What follows belongs to an exercise in optimizing a design on an open flow for small area and a short achievable clock period; a production flow would make more cautious choices.
RTL that was checked went through simulation tests only; none was proved equivalent to the original.
No activity file was given, so power comes from the tool's default toggle rates.

==> flow/design.v (excerpt) <==
module CPU(clock,reset,MemData,MemOut,rd,wr,PC,IR,MBR,AC,MAR,SR);
For scale: about 170 flip-flops, about 0.017 sq mm of cells after synthesis.
==> module CPU, before the edit <==
module CPU(clock,reset,MemData,MemOut,rd,wr,PC,IR,MBR,AC,MAR,SR);
input clock;
input reset;
input signed [15:0] MemData;
output reg signed [15:0] MemOut;
output reg [10:0] PC,MAR;
output reg signed [15:0] IR,MBR;
output signed [15:0] AC;
output reg wr,rd;
output [3:0] SR;    
reg [2:0] state;
reg signed [15:0] ACr;      
reg [3:0] SRr;
reg accSel;                 
wire [3:0] op = IR[15:12];
wire       m  = IR[11];
wire        ld   = (op == 4'h1);
wire        sub  = (op == 4'h4);
wire        ls   = ld | (op == 4'h3) | sub;   
wire        mul  = (op == 4'h5);
wire        dv   = (op == 4'h6);
wire        sa   = ACr[15];
wire [15:0] lorA;
assign lorA[0] = 1'b0;
genvar ga;
generate
  for (ga = 1; ga < 16; ga = ga + 1) begin : la
    assign lorA[ga] = |ACr[ga-1:0];
  end
endgenerate
wire [15:0] absa = {16{dv}} & (ACr ^ ({16{sa}} & lorA));
reg  [15:0] absAr;
always @(posedge clock) absAr <= absa;
wire [15:0] d1, B1c;
wire        cin1;
wire [4:0] s3_r, s3_q;
cpu_s3 u_s3(.MemData(MemData), .IRlo(IR[11:0]), .dv(dv), .sub(sub), .absAr(absAr),
            .ACr(ACr), .d1(d1), .cin1(cin1), .B1c(B1c), .r_out(s3_r), .q_out(s3_q));
reg [15:0] B1r;
reg        cinr, d1s;
always @(posedge clock)
  if (state == 3'd3) begin
    B1r <= B1c; cinr <= cin1; d1s <= d1[15];
  end
reg [4:0] p1r, p1q;
always @(posedge clock) begin
  p1r <= s3_r;
  p1q <= s3_q;
end
wire [13:0] s4_r;
wire [8:0] s4_q;
cpu_s4 u_s4(.p1r(p1r), .absAr(absAr), .ACr(ACr), .B1r(B1r), .cinr(cinr), .dv(dv),
            .r_out(s4_r), .q_out(s4_q));
reg [13:0] p2r;
reg [13:0] p2q;
always @(posedge clock) begin
  p2r <= s4_r;
  p2q <= {p1q, s4_q};
end
wire [15:0] res;
wire [3:0]  resf;
cpu_s0 u_s0(.p2r(p2r), .p2q(p2q), .absAr(absAr), .ACr(ACr), .SRr(SRr), .accSel(accSel),
            .B1r(B1r), .cinr(cinr), .d1s(d1s), .dv(dv), .mul(mul), .ls(ls), .ld(ld), .sub(sub),
            .res(res), .resf(resf), .AC(AC), .SR(SR));
always @(posedge clock) begin
  if (reset) begin
    PC <= 0; MAR <= 0; IR <= 0; MBR <= 0; ACr <= 0; MemOut <= 0; SRr <= 0;
    rd <= 1; wr <= 0;
    accSel <= 0;
    state <= 0;
  end else
  case (state)
  0: begin
    rd <= 1; wr <= 0;
    MAR <= PC;
    if (accSel) begin
      ACr <= res;
      SRr <= resf;
    end
    accSel <= 0;
    state <= 1;
  end
  1: begin
    rd <= 1; wr <= 0;
    IR <= MemData;
    PC <= PC + 1'b1;
    state <= 2;
  end
  2: begin
    if (m) MAR <= IR[10:0];
    state <= 3;
  end
  3: begin
    state <= 4;
    case (op)
      4'h1, 4'h3, 4'h4, 4'h5, 4'h6: MBR <= d1;
      4'h2: begin MBR <= ACr; rd <= 0; wr <= 1; end
      4'h7: begin PC <= MAR; state <= 0; end
      4'h8: if (SRr[3]) begin PC <= MAR; state <= 0; end
      default: ;
    endcase
  end
  4: begin
    state <= 0;
    case (op)
      4'h2: MemOut <= MBR;
      4'h1, 4'h3, 4'h4, 4'h5, 4'h6: accSel <= 1'b1;
      default: ;
    endcase
  end
  default: state <= 0;
  endcase
end
endmodule
Settings: LEC_CHECK=0, ABC_AREA=1, CAP_MARGIN=20, CORE_MARGIN=2, CORE_UTILIZATION=40, SLEW_MARGIN=20, SYNTH_HIERARCHICAL=1; clock period 32.0 ns.
standard.sh (not shown) runs the stock make flow with config.mk's settings and CLKGATE_MAP_FILE= SYNTH_SCRIPT=/design/flow/synth_recipe.tcl, a recipe that flattens the netlist after the stock synthesis.
==> flow/flow/run.sh <==
#!/bin/bash
# The standard layout (standard.sh: unchanged synthesis and steps) with two
# settings passed to ORFS:
set -euo pipefail
MARGIN=$(python3 -c "print(round(${FLOW_PERIOD_NS} - 12.5, 3))")
bash standard.sh SETUP_SLACK_MARGIN=$MARGIN "BUFFER_PORTS_ARGS=-buffer_cell sky130_fd_sc_hd__buf_1" finish > standard_flow.log 2>&1
Next try:
--- a/flow/design.v
+++ b/flow/design.v
@@ -30,12 +30,16 @@
 endgenerate
 wire [15:0] absa = {16{dv}} & (ACr ^ ({16{sa}} & lorA));
 reg  [15:0] absAr;
 always @(posedge clock) absAr <= absa;
+reg ldq, subq, lsq, mulq, dvq;
+always @(posedge clock) begin
+  ldq <= ld; subq <= sub; lsq <= ls; mulq <= mul; dvq <= dv;
+end
 wire [15:0] d1, B1c;
 wire        cin1;
 wire [4:0] s3_r, s3_q;
-cpu_s3 u_s3(.MemData(MemData), .IRlo(IR[11:0]), .dv(dv), .sub(sub), .absAr(absAr),
+cpu_s3 u_s3(.MemData(MemData), .IRlo(IR[11:0]), .dv(dvq), .sub(subq), .absAr(absAr),
             .ACr(ACr), .d1(d1), .cin1(cin1), .B1c(B1c), .r_out(s3_r), .q_out(s3_q));
 reg [15:0] B1r;
 reg        cinr, d1s;
 always @(posedge clock)
@@ -48,9 +52,9 @@
   p1q <= s3_q;
 end
 wire [13:0] s4_r;
 wire [8:0] s4_q;
-cpu_s4 u_s4(.p1r(p1r), .absAr(absAr), .ACr(ACr), .B1r(B1r), .cinr(cinr), .dv(dv),
+cpu_s4 u_s4(.p1r(p1r), .absAr(absAr), .ACr(ACr), .B1r(B1r), .cinr(cinr), .dv(dvq),
             .r_out(s4_r), .q_out(s4_q));
 reg [13:0] p2r;
 reg [13:0] p2q;
 always @(posedge clock) begin
@@ -59,9 +63,9 @@
 end
 wire [15:0] res;
 wire [3:0]  resf;
 cpu_s0 u_s0(.p2r(p2r), .p2q(p2q), .absAr(absAr), .ACr(ACr), .SRr(SRr), .accSel(accSel),
-            .B1r(B1r), .cinr(cinr), .d1s(d1s), .dv(dv), .mul(mul), .ls(ls), .ld(ld), .sub(sub),
+            .B1r(B1r), .cinr(cinr), .d1s(d1s), .dv(dvq), .mul(mulq), .ls(lsq), .ld(ldq), .sub(subq),
             .res(res), .resf(resf), .AC(AC), .SR(SR));
 always @(posedge clock) begin
   if (reset) begin
     PC <= 0; MAR <= 0; IR <= 0; MBR <= 0; ACr <= 0; MemOut <= 0; SRr <= 0;
Effect:
- power rose by 7.7%
- combinational power rose by 28%
- clock power fell by about 2%
- utilization hardly moves
- worst hold slack gains 0.011 ns
- via count fell by 0.54%
- non-clock buffer count fell by 2

---

Another version of the RTL of CPU (not shown whole).
Size in the first run: roughly 2,700 cells after synthesis, ~160 flip-flops, about 110 I/O pins.
==> flow/config.mk <==
export PLATFORM = sky130hd
export DESIGN_NAME = CPU
export DESIGN_NICKNAME = CPU
export VERILOG_FILES = /design/flow/design.v
export SDC_FILE = /design/flow/constraint.sdc
export NUM_CORES = 4
export LEC_CHECK = 0
export ABC_AREA = 1
export CAP_MARGIN = 20
export CORE_MARGIN = 2
export CORE_UTILIZATION = 40
export SLEW_MARGIN = 20
==> flow/constraint.sdc <==
create_clock -name core_clock -period 32.0 [get_ports {clock}]
set_input_delay 6.4000 -clock core_clock [delete_from_list [all_inputs] [get_ports {clock}]]
set_output_delay 6.4000 -clock core_clock [all_outputs]
set_load 0.01 [all_outputs]
==> flow/flow/run.sh <==
#!/bin/bash
set -euo pipefail
MARGIN=$(python3 -c "print(round(${FLOW_PERIOD_NS} - 14, 3))")
bash standard.sh SETUP_SLACK_MARGIN=$MARGIN finish > standard_flow.log 2>&1
The baseline went through all stages and came out clean.
Then changed:
--- a/flow/design.v
+++ b/flow/design.v
@@ -54,30 +54,30 @@
 wire c24 = dv ? g21 : ACr[12];
 wire [3:0] r23 = c24 ? t20[3:0] : x19;
 wire [4:0] x25 = {r23, absa[11]};
 wire [17:0] b28 = {2'b11, B1c};
 wire [5:0] t26 = {1'b0, x25} + {1'b0, b28[4:0]} + {5'd0, cin1};
 wire g27 = t26[5] & (&b28[17:5]);
 wire c30 = dv ? g27 : ACr[11];
 wire [4:0] r29 = c30 ? t26[4:0] : x25;
-reg [4:0] p1r, p1q;
-reg [10:0] p1a;
-always @(posedge clock) begin
-  p1r <= r29;
-  p1q <= {g3, g9, g15, g21, g27};
-  p1a <= absa[10:0];
-end
-wire [5:0] x31 = {p1r, p1a[10]};
-wire [17:0] b34 = {2'b11, B1r};
-wire [6:0] t32 = {1'b0, x31} + {1'b0, b34[5:0]} + {6'd0, cinr};
+wire [5:0] x31 = {r29, absa[10]};
+wire [17:0] b34 = {2'b11, B1c};
+wire [6:0] t32 = {1'b0, x31} + {1'b0, b34[5:0]} + {6'd0, cin1};
 wire g33 = t32[6] & (&b34[17:6]);
 wire c36 = dv ? g33 : ACr[10];
 wire [5:0] r35 = c36 ? t32[5:0] : x31;
-wire [6:0] x37 = {r35, p1a[9]};
+reg [5:0] p1r, p1q;
+reg [9:0] p1a;
+always @(posedge clock) begin
+  p1r <= r35;
+  p1q <= {g3, g9, g15, g21, g27, g33};
+  p1a <= absa[9:0];
+end
+wire [6:0] x37 = {p1r, p1a[9]};
 wire [17:0] b40 = {2'b11, B1r};
 wire [7:0] t38 = {1'b0, x37} + {1'b0, b40[6:0]} + {7'd0, cinr};
 wire g39 = t38[7] & (&b40[17:7]);
 wire c42 = dv ? g39 : ACr[9];
 wire [6:0] r41 = c42 ? t38[6:0] : x37;
 wire [7:0] x43 = {r41, p1a[8]};
 wire [17:0] b46 = {2'b11, B1r};
 wire [8:0] t44 = {1'b0, x43} + {1'b0, b46[7:0]} + {8'd0, cinr};
@@ -114,17 +114,17 @@
 wire g75 = t74[13] & (&b76[17:13]);
 wire c78 = dv ? g75 : ACr[3];
 wire [12:0] r77 = c78 ? t74[12:0] : x73;
 reg [12:0] p2r;
 reg [12:0] p2q;
 reg [2:0] p2a;
 always @(posedge clock) begin
   p2r <= r77;
-  p2q <= {p1q, g33, g39, g45, g51, g57, g63, g69, g75};
+  p2q <= {p1q, g39, g45, g51, g57, g63, g69, g75};
   p2a <= p1a[2:0];
 end
 wire [13:0] x79 = {p2r, p2a[2]};
 wire [17:0] b82 = {2'b11, B1r};
 wire [14:0] t80 = {1'b0, x79} + {1'b0, b82[13:0]} + {14'd0, cinr};
 wire g81 = t80[14] & (&b82[17:14]);
 wire c84 = dv ? g81 : ACr[2];
 wire [13:0] r83 = c84 ? t80[13:0] : x79;
Outcome: Hold slack stays flat. Global-route usage rose by 0.54 points. Non-clock buffer count rose by 46. Cell count rose by 1.6%. Setup slack got worse by 0.25 ns. Synthesized area rose by about 0.7%. Wire length rose by about 2%. First-iteration DRC count fell by about 6%. Clock-buffer cell count fell by 5. Combinational power rose by about 5%. Sequential share of layout area fell by 0.21 points. Design area rose by 1.9%. Die area rose by about 0.66%. Power rose by about 2.8%.
For the second run of this note, only the layout was checked, not whether the RTL still works.

---

Another version of the RTL of CPU (not shown whole).
Size: about 150 flip-flops, ~110 I/O pins, about 16000 um2 of cells after synthesis.
// CPU
module CPU(clock,reset,MemData,MemOut,rd,wr,PC,IR,MBR,AC,MAR,SR);
Settings: LEC_CHECK=0, ABC_AREA=1, CAP_MARGIN=20, CORE_MARGIN=2, CORE_UTILIZATION=40, SLEW_MARGIN=20; clock period 32.0 ns.
==> flow/flow/run.sh <==
#!/bin/bash
set -euo pipefail
MARGIN=$(python3 -c "print(round(${FLOW_PERIOD_NS} - 13.5, 3))")
bash standard.sh SETUP_SLACK_MARGIN=$MARGIN "BUFFER_PORTS_ARGS=-buffer_cell sky130_fd_sc_hd__buf_1" finish > standard_flow.log 2>&1
Then changed:
--- a/flow/design.v
+++ b/flow/design.v
@@ -20,17 +20,18 @@
 assign lorA[0] = 1'b0;
 genvar ga;
 generate
   for (ga = 1; ga < 16; ga = ga + 1) begin : la
     assign lorA[ga] = |ACr[ga-1:0];
   end
 endgenerate
 wire [15:0] absa = {16{dv}} & (ACr ^ ({16{sa}} & lorA));
-wire [15:0] absAr = absa;
+reg  [15:0] absAr;
+always @(posedge clock) absAr <= absa;
 wire [15:0] d1   = m ? MemData : {5'b0, IR[10:0]};    
 wire        cin1 = dv & ~d1[15];
 wire [15:0] B1c  = d1 ^ {16{cin1}};
 wire [17:0] d3   = {{2{d1[15]}}, d1} + {d1[15], d1, 1'b0};
 wire [17:0] B3c  = d3 ^ {18{cin1}};
 reg [15:0] B1r;
 reg [17:0] B3r;
 reg        cinr, d1s;
=> The changed run finished with timing, DRC and antenna clean. Area after synthesis increases by 3.2%. Synthesized cell count stays flat. Core utilization decreases by 3.5 points. Cell area decreases by 4.2%. Setup slack gains 0.58 ns. Sequential cell count increases by 16. Register-to-register slack loses 0.03 ns. Clock-buffer cell count increases by 2. Power increases by 16%. Sequential share of layout area increases by 2.3 points. Cell count decreases by 1.3%. Critical path depth decreases by 17.
Only the layout flow was run in the first run of this note; the RTL was not checked for function there.

[re-timing with driven ports]
Ports are ideal in the flow. The routed layouts listed here were re-timed in OpenROAD.
Step 1 sets driving cells, clkbuf_16 on the clock port and buf_2 on the other inputs (assumed; they add their load-dependent delay and slew).
Step 2 moves the port delays by t, midway between the first and last clock arrival at a register: inputs arrive t later, outputs are due t later. That takes back most of the time a late clock gives input paths.
a / b / c = ideal ports / drivers / drivers and shift; a / b = the first two.
| run | shift t [ns] | setup slack, ns | hold WS [ns] |
|---|---|---|---|
| the first run of note 1 | 0.501 | 20.060 / 20.007 / 20.508 | 0.319 / 0.319 / 0.319 |
| the second run of note 1 | 0.499 | 20.143 / 20.090 / 20.589 | 0.329 / 0.329 / 0.329 |
| the first run of note 2 | 0.498 | 18.328 / 18.286 / 18.215 | 0.329 / 0.329 / 0.329 |
| the second run of note 2 | 0.507 | 18.076 / 18.094 / 17.587 | 0.329 / 0.329 / 0.329 |
| the first run of note 3 | 0.496 | 17.926 / 17.875 / 18.371 | 0.335 / 0.335 / 0.335 |
| the second run of note 3 | 0.489 | 18.509 / 18.458 / 18.266 | 0.331 / 0.331 / 0.331 |
After both steps setup and hold are still met in every run listed. For the second run of note 2, which loses most, drivers alone change the setup slack by +0.018 ns; drivers and shift together by -0.489 ns.
